Context: an optimization exercise on an open-source flow, tuned for small area. The choices shown serve that exercise and are no tape-out recipe. Function was checked by simulation only, so behaviour that the tests miss may differ from the original.

## flow/design.v (module list and top-level ports; edited modules follow where they fit)
// module booth_mac: 1819 lines
// module mac_fa: 6 lines
// module mac_ha: 6 lines
// module rf_rdport: 27 lines
// module g_aoi222: 5 lines
// module g_nand4: 5 lines
// module g_nand3: 5 lines
// module g_or3: 5 lines
// module icarus_core: 332 lines
module icarus_core(Clk, Rst, IM_Addr, IM_Data, DM_Addr, DM_Read, DM_WriteEn, DM_WriteData, DM_ReadData, WB_Enable, WB_Reg, WB_Data);
  // ...
==> flow/run.sh <==
#!/bin/bash
# synth_recipe.tcl (not shown) runs the flow's synth.tcl, then flattens the netlist and writes it again
# the make line also repeats each setting of config.mk as NAME=value (left out here)
make -C /OpenROAD-flow-scripts/flow DESIGN_CONFIG=/design/flow/config.mk WORK_HOME=/design/flow/orfs CLKGATE_MAP_FILE= SYNTH_SCRIPT=/design/flow/synth_recipe.tcl finish
==> flow/config.mk <==
export PLATFORM = sky130hd
export DESIGN_NAME = icarus_core
export DESIGN_NICKNAME = icarus_core
export VERILOG_FILES = /design/flow/design.v
export SDC_FILE = /design/flow/constraint.sdc
export NUM_CORES = 4
export LEC_CHECK = 0
export CAP_MARGIN = 20
export CORE_MARGIN = 2
export CORE_UTILIZATION = 35
export CTS_BUF_LIST = sky130_fd_sc_hd__clkbuf_16
export CTS_CLUSTER_DIAMETER = 100
export CTS_CLUSTER_SIZE = 20
export PLACE_DENSITY = 0.45
export SLEW_MARGIN = 20
export SYNTH_HIERARCHICAL = 1
export SYNTH_MINIMUM_KEEP_SIZE = 0
==> flow/constraint.sdc <==
create_clock -name core_clock -period 20.0 [get_ports {Clk}]
set_input_delay 4.0000 -clock core_clock [delete_from_list [all_inputs] [get_ports {Clk}]]
set_output_delay 4.0000 -clock core_clock [all_outputs]
set_load 0.01 [all_outputs]
==> run_results.csv, run 1 <==
group,metric,value,unit
final_layout,multiInputGateArea,0.0482,mm²
final_layout,seq_share,39.5,%
placement,placed_cell_area,0.0958,mm²
global_routing,use_met3,6.38,%
drt,vias,73400,
outcome,run_status,"timing/DRC/antenna clean",
critical_path,required,20.59,ns
logic_synthesis,synth_top_area_share,36.5,%
logic_synthesis,ys_seq_area_share,43.8,%
drt,ant_nets,0,
drt,wl_met3,41900,µm
timing,fin_crit,12.93,ns
final_layout,fillers,24300,
critical_path,crit_path_start,"w_dest[1]$_DFF_P_",
timing,slew_headroom,15.3,%
timing,finalWorstSetupSlack,7.07,ns
clock_network,cts-hold-fix-buffers,0,
final_layout,stdcell_area,0.0985,mm²
logic_synthesis,synth_most_common_cell,"edfxtp_1",
logic_synthesis,ys.flop_type,"edfxtp_1",
final_layout,largest_reg_flops,1024,
placement,portBuffers,160,
final_layout,syn2layout_area_growth,10.9,%
==> inputs of run 2 (changes only) <==
--- a/flow/config.mk
+++ b/flow/config.mk
@@ -9,3 +9,3 @@
 export CORE_MARGIN = 2
-export CORE_UTILIZATION = 35
+export CORE_UTILIZATION = 45
 export CTS_BUF_LIST = sky130_fd_sc_hd__clkbuf_16
@@ -13,3 +13,3 @@
 export CTS_CLUSTER_SIZE = 20
-export PLACE_DENSITY = 0.45
+export PLACE_DENSITY = 0.55
 export SLEW_MARGIN = 20
==> run_results.csv, run 2 <==
group,metric,value,unit
outcome,run_status,"timing/DRC/antenna clean",
floorplan,die_area,0.201,mm²
logic_synthesis,synthArstFlopShare,3.24,%
placement,gp_congestion,1.01,
global_routing,track_usage,39.4,%
global_routing,overflow,0,
logic_synthesis,synthesis.area,0.0888,mm²
floorplan,core,0.197,mm²
min_path,whs_path_depth,0,
drt,drt-total-wl,404000,µm
logic_synthesis,ys_ff_latch,1390,
clock_network,cts_made_buffers,82,
critical_path,required,20.73,ns
clock_network,cts_max_level,3,
drt,firstDrtPassIters,14,
drt,routedWlPerCell,39.7,µm
timing,whs,0.411,ns
logic_synthesis,ys.flop_type,"edfxtp_1",
global_routing,grt_pass1_wl,559000,µm
clock_network,clock-sinks,1390,
final_layout,largest_reg_flops,1024,
drt,ant_nets,0,
drt,drc,0,
final_layout,post-route-util,49.4,%
timing,fin_crit_sh,63.1,%
logic_synthesis,syn_area_per_cell,12.0,µm²
min_path,hold_path.class,"register to register",
floorplan,die_height,448,µm
logic_synthesis,ys_seq_area_share,43.8,%
final_layout,drive_above_1_share,9.91,%
clock_network,cts_resized,0,
clock_network,cts-root-buf,"clkbuf_16",
timing,fin_crit,12.62,ns
logic_synthesis,post-synth-top-area-cell,"edfxtp_1",
run,drv_cap,0,
placement,portBuffers,160,
critical_path,end_kind,"register",
final_layout,mostFrequentLayoutCell,"edfxtp_1",
critical_path,arrival,13.36,ns
drt,viasPerCell,7.29,
critical_path,slowest_stage,"dfxtp_1",
clock_network,path_clk_slew,0.10,ns
clock_network,cts_tree,"yes",
logic_synthesis,synth_edf_count,1080,
critical_path,worstSetupPathDepth,37,
clock_network,clockBufferDepth,3,
logic_synthesis,yosys_warnings,7,
timing,finalClockSkew,0.0707,ns
global_routing,first_global_vias,72000,
final_layout,layout.nets,8288,
final_layout,largest-register,"rf",
critical_path,rr_worst_depth,37,
floorplan,start_util,45.1,%
timing,timing.fmax,79.2,MHz
floorplan,io_pins,181,
critical_path,regToRegSetupSlack,7.38,ns
logic_synthesis,ys_top_cells_by_count,"1080 x edfxtp_1, 704 x a222oi_1, 667 x xnor2_1",
timing,rsz0062_at_grt,"false",
timing,fin_tns_setup,0,ns
logic_synthesis,yosysUniqueCellTypes,113,
critical_path,start_kind,"register",
global_routing,grt_max_degree,61,
timing,slew_headroom,12.9,%
critical_path,path_delay_family,"adder cells",
final_layout,final_cell_mix,"1080 x edfxtp_1, 704 x a222oi_1, 667 x xnor2_1, 554 x a22oi_1, 545 x fa_1",
critical_path,path_class,"register to register",
clock_network,postCtsSetupRepairBufs,0,
drt,vias,74200,
placement,dp_hpwl,264000,µm
critical_path,critical_path.max_fanout,34,
clock_network,cts-hold-fix-buffers,0,
logic_synthesis,synth_top_area_share,36.5,%
final_layout,syn2layout_area_growth,9.48,%
floorplan,rows,163,
timing,setup_violations,0,
timing,maxSlewViolCount,0,
global_routing,antenna_found_initial,39,
logic_synthesis,netlist_top_cells_area,"edfxtp_1 37%, fa_1 12%, a222oi_1 7.9%, xnor2_1 6.6%, dfxtp_1 6.0%",
critical_path,slowest_delay,1.00,ns
critical_path,cp_num_buf_inv,2,
floorplan,die_width,448,µm
logic_synthesis,synth_most_common_cell,"edfxtp_1",
critical_path,cpMostUsedCell,"fa_1",
timing,worst_pin_slew,1.30,ns
drt,drt-initial-drc-count,14200,
timing,hold_viol_final,0,
logic_synthesis,synthCells,7424,
clock_network,clock_latency,0.82,ns
run 2: cell counts after synthesis:
No cell type changed its count.
run 2: per-layer routing:
layer	wire, µm	track usage [%]
met1	146000	50.4
met2	176000	58.9
met3	47500	9.34
met4	34100	28.2
met5	60	0
run 2: layout make-up:
type                    count  area, µm²
clock buffers              83       2080
inverters                 158        593
multi-input cells        5363      48000
flip-flops and latches   1390      38900
clock inverters            59        410
diodes                     30       75.1
repair buffers            457       3830
fillers                 17600      99400
well taps                2640       3300
run 2: through the flow:
step	setup WS, ns	cell area (µm²)	cells
floorplan	10.05	88900	7458
global route	7.00	97100	10200
detailed placement	7.76	94600	10000
finish	7.38	97200	10200
CTS	7.70	97100	10200
global placement	8.04	94600	10000
run 2: Yosys stat by module, one instance, submodules excluded, excerpt:
| module | copies in the design | area [µm²] | cells inside | flip-flops and latches |
|---|---|---|---|---|
| booth_mac | 1 | 15100 | 2172 | 0 |
| g_aoi222 | 704 | 10.0 | 1 | 0 |
| g_nand3 | 64 | 5.00 | 1 | 0 |
| g_nand4 | 128 | 6.26 | 1 | 0 |
| g_or3 | 64 | 6.26 | 1 | 0 |
| icarus_core | 1 | 53600 | 3701 | 1390 |
| mac_fa | 543 | 20.0 | 1 | 0 |
| mac_ha | 48 | 12.5 | 1 | 0 |
run 2: final timing paths:
| kind | start | end |
|---|---|---|
| worst max-delay path | w_dest[1]$_DFF_P_ | m_alu[0]$_DFF_P_ |
| worst max register to register | w_dest[1]$_DFF_P_ | m_alu[0]$_DFF_P_ |
| min in group asynchronous | Rst | pc[5]$_DFFE_PP0P_ |
| worst min-delay path | f_ins[13]$_SDFFE_PP0N_ | e_imm[13]$_DFF_P_ |
| max in group asynchronous | Rst | rv[6]$_DFFE_PP0P_ |
| worst min register to register | f_ins[13]$_SDFFE_PP0N_ | e_imm[13]$_DFF_P_ |
run 2: cells by family after synthesis:
logic type,count (synthesis),synth area share (%)
AOI/OAI and AO/OA,2087,18.8
and+or+nand+nor,1519,8.71
DFF,1390,43.8
adders and majority gates,770,15.5
xor gates and xnor gates,733,7.26
buffers and inverters,705,3.32
muxes,218,2.67
other,2,0.00846

-- port drivers added, routing unchanged --
In the flow no input, the clock included, has a driving cell. The finished layouts below were timed again as built, in two steps. Step 1, drivers: a clkbuf_16 drives Clk and a buf_2 each remaining input, both assumed. Step 2 also shifts input and output timing later by t, the mid clock arrival at the registers, as if the neighbouring blocks saw the same clock. a / b / c = ideal ports / drivers / drivers and shift; a / b = the first two.
| run | t, ns | setup WS [ns] | worst setup path after step 2 |
|---|---|---|---|
| run 1 | 0.855 | 7.070 / 7.070 / 7.070 | register to register |
| run 2 | 0.871 | 7.375 / 7.375 / 7.375 | register to register |
After both steps every run listed still meets setup and hold.
